This is an optimization exercise on Yosys and OpenROAD, whose aim is small area, not a production implementation. In this exercise RTL edits were held to simulation tests only and were not proved equivalent to the original. Power is estimated from default activity; no workload was simulated.

==> trial 97 <==
// risc_v_cpu_optimized
module risc_v_cpu_optimized #(
    parameter DATA_WIDTH = 32,
    parameter ADDR_WIDTH = 32,
    parameter REG_FILE_ADDR_WIDTH = 5
) (
    input  wire                      clk,
    input  wire                      rst_n,
    output wire [ADDR_WIDTH-1:0]     imem_addr,
    output wire                      imem_req,
    input  wire [DATA_WIDTH-1:0]     imem_data,
    input  wire                      imem_ready,
    output wire [ADDR_WIDTH-1:0]     dmem_addr,
    output wire [DATA_WIDTH-1:0]     dmem_wdata,
    output wire [3:0]                dmem_wstrb,
    output wire                      dmem_req,
    output wire                      dmem_we,
    input  wire [DATA_WIDTH-1:0]     dmem_rdata,
    input  wire                      dmem_ready,
    output wire [31:0]               cycle_count,
    output wire [31:0]               instr_count,
    output wire [31:0]               stall_count,
    output wire [31:0]               branch_count,
    output wire [31:0]               branch_taken_count
);
==> module alu_optimized, before the edit <==
module alu_optimized (
    input  wire [31:0] a,
    input  wire [31:0] rs2,
    input  wire [31:0] imm,
    input  wire        use_imm,
    input  wire        sub,
    input  wire        left,      
    input  wire        fill,      
    output wire [31:0] sum,
    output wire [31:0] p,         
    output wire [31:0] g,         
    output wire [31:0] shr,       
    output wire        eq,        
    output wire        lt,
    output wire        ltu
);
    wire [31:0] bn, bp;
    genvar i;
    generate for (i = 0; i < 32; i = i + 1) begin : src
        c_mux2i um (.a0(rs2[i]), .a1(imm[i]), .s(use_imm), .y(bn[i]));
        c_xnor2 ux (.a(bn[i]), .b(sub), .y(bp[i]));
    end endgenerate
    add_cla32 add (.x(a), .y(bp), .cin(sub), .s(sum), .p(p), .g(g));
    assign eq  = &p;
    wire sgn_ne = ~p[31];
    assign lt  = sgn_ne ? a[31]  : sum[31];
    assign ltu = sgn_ne ? ~a[31] : sum[31];
    wire [31:0] x0n;      
    generate for (i = 0; i < 32; i = i + 1) begin : rv
        c_mux2i u (.a0(a[i]), .a1(a[31-i]), .s(left), .y(x0n[i]));
    end endgenerate
    wire [31:0] st [0:5];
    assign st[0] = x0n;
    genvar k;
    generate for (k = 0; k < 5; k = k + 1) begin : stg
        wire fk = (k % 2 == 0) ? ~fill : fill;    
        for (i = 0; i < 32; i = i + 1) begin : m
            if (i + (1 << k) < 32) begin : in
                c_mux2i u (.a0(st[k][i + (1 << k)]), .a1(st[k][i]), .s(bn[k]), .y(st[k+1][i]));
            end else begin : fl
                c_mux2i u (.a0(fk), .a1(st[k][i]), .s(bn[k]), .y(st[k+1][i]));
            end
        end
    end endgenerate
    assign shr = st[5];
endmodule
export LEC_CHECK = 0
export CAP_MARGIN = 20
export CORE_MARGIN = 2
export CORE_UTILIZATION = 60
export SETUP_SLACK_MARGIN = 0.2
export SLEW_MARGIN = 20
export SYNTH_HIERARCHICAL = 1
create_clock -name core_clock -period 13.0 [get_ports {clk}]
standard.sh (not shown) runs the stock make flow with config.mk's settings and CLKGATE_MAP_FILE= SYNTH_SCRIPT=/design/flow/synth_recipe.tcl, a recipe that flattens the netlist after the stock synthesis.
==> flow/flow/run.sh <==
#!/bin/bash
# Standard layout (the standard.sh: the standard synthesis and ORFS flow)
# with two changes: input/output ports are buffered with buf_1 instead of
# the resizer's default pick, and the clock tree uses clkbuf_8 buffers with
# explicit sink clusters and no dummy loads.
set -euo pipefail
export BUFFER_PORTS_ARGS="-buffer_cell sky130_fd_sc_hd__buf_1"
export CTS_ARGS="-sink_clustering_enable -repair_clock_nets -dont_use_dummy_load -buf_list sky130_fd_sc_hd__clkbuf_8 -sink_clustering_size 18 -sink_clustering_max_diameter 50"
bash standard.sh > standard.log 2>&1
==> build 65: changes against trial 97 <==
--- a/flow/design.v
+++ b/flow/design.v
@@ -193,11 +193,12 @@
     genvar k;
     generate for (k = 0; k < 5; k = k + 1) begin : stg
         wire fk = (k % 2 == 0) ? ~fill : fill;    
+        wire sfk = ~bn[k] & fk;                   
         for (i = 0; i < 32; i = i + 1) begin : m
             if (i + (1 << k) < 32) begin : in
                 c_mux2i u (.a0(st[k][i + (1 << k)]), .a1(st[k][i]), .s(bn[k]), .y(st[k+1][i]));
             end else begin : fl
-                c_mux2i u (.a0(fk), .a1(st[k][i]), .s(bn[k]), .y(st[k+1][i]));
+                c_a21oi u (.a1(bn[k]), .a2(st[k][i]), .b1(sfk), .y(st[k+1][i]));
             end
         end
     end endgenerate
==> flow/flow/run.sh (replaced) <==
#!/bin/bash
# Standard layout (the standard.sh: the standard synthesis and ORFS flow)
# with these changes:
#  - input/output ports are buffered with buf_1 instead of the resizer's
#    default pick;
#  - the clock tree uses clkbuf_4 buffers with explicit sink clusters and
#    no dummy loads;
#  - after global routing, gates on paths with positive slack are
#    downsized (ORFS RECOVER_POWER).
set -euo pipefail
export BUFFER_PORTS_ARGS="-buffer_cell sky130_fd_sc_hd__buf_1"
export CTS_ARGS="-sink_clustering_enable -repair_clock_nets -dont_use_dummy_load -buf_list sky130_fd_sc_hd__clkbuf_4 -sink_clustering_size 10 -sink_clustering_max_diameter 35"
export RECOVER_POWER=100
bash standard.sh > standard.log 2>&1
==> qor summary <==
quantity	build 65	trial 97
Result of the run	failed layout checks	no timing/DRC/antenna violations
Reasons for failing layout checks	max-capacitance violations, max-slew violations	-
Ratio of cells with drive above 1 in the final layout	9.251%	9.115%
Number of maximum-capacitance violations	65	0
Length of routed wiring on met1	70.11 mm	72.21 mm
Worst hold slack after final layout	389.2 ps	413.8 ps
R2R cell count	26	38
Count of placed standard cells in the final layout, fillers left out	5,558	5,468
Mean Syn Cell Area	15.76 um2	15.78 um2
Final std cell area, no fill	0.06249 mm2	0.06295 mm2
Hold path startpoint	if_k[2]$_DFFE_PN_	if_i[18]$_DFFE_PN_
LEAKAGE	23.86 nW	24.27 nW
Critical path's slowest cell	nor3b_1	and3_1
Actual slew at the worst max-slew pin	6990 ps	1127 ps
Final Cycle Share	89.19%	83.93%
Net count of the finished layout	4,524	4,445
Fraction of area in registers	59.49%	59.06%
Clock latency on the worst-skew pair	1230 ps	870 ps
Switching fraction of total power	32.89%	32.52%
Met2 routed WL	91.81 mm	92.13 mm
Number of buffers created by CTS	179	108

[separate check: timing with driven ports]
Ports are ideal in the flow. The routed layouts listed here were re-timed in OpenROAD. Step 1 (the two cells are an assumption about what drives the block):
set clk [get_ports {clk}]
set_driving_cell -lib_cell sky130_fd_sc_hd__clkbuf_16 $clk
set_driving_cell -lib_cell sky130_fd_sc_hd__buf_2 [delete_from_list [all_inputs] $clk]
Step 2 also shifts input and output timing later by t, the mid clock arrival at the registers, as if the neighbouring blocks saw the same clock. Slacks: ideal ports / drivers / drivers and shift; pairs: ideal ports / drivers.
| run | shift t [ns] | setup WS [ns] | clock arrival spread, ns | worst slew at a driven data input, ns |
|---|---|---|---|---|
| trial 97 | 0.866 | 2.089 / 2.018 / 2.525 | 0.142 / 0.142 | 0.06 |
| build 65 | 1.194 | 1.406 / 1.331 / 1.784 | 0.214 / 0.214 | 0.06 |
The worst setup slack also covers recovery checks on asynchronous resets.
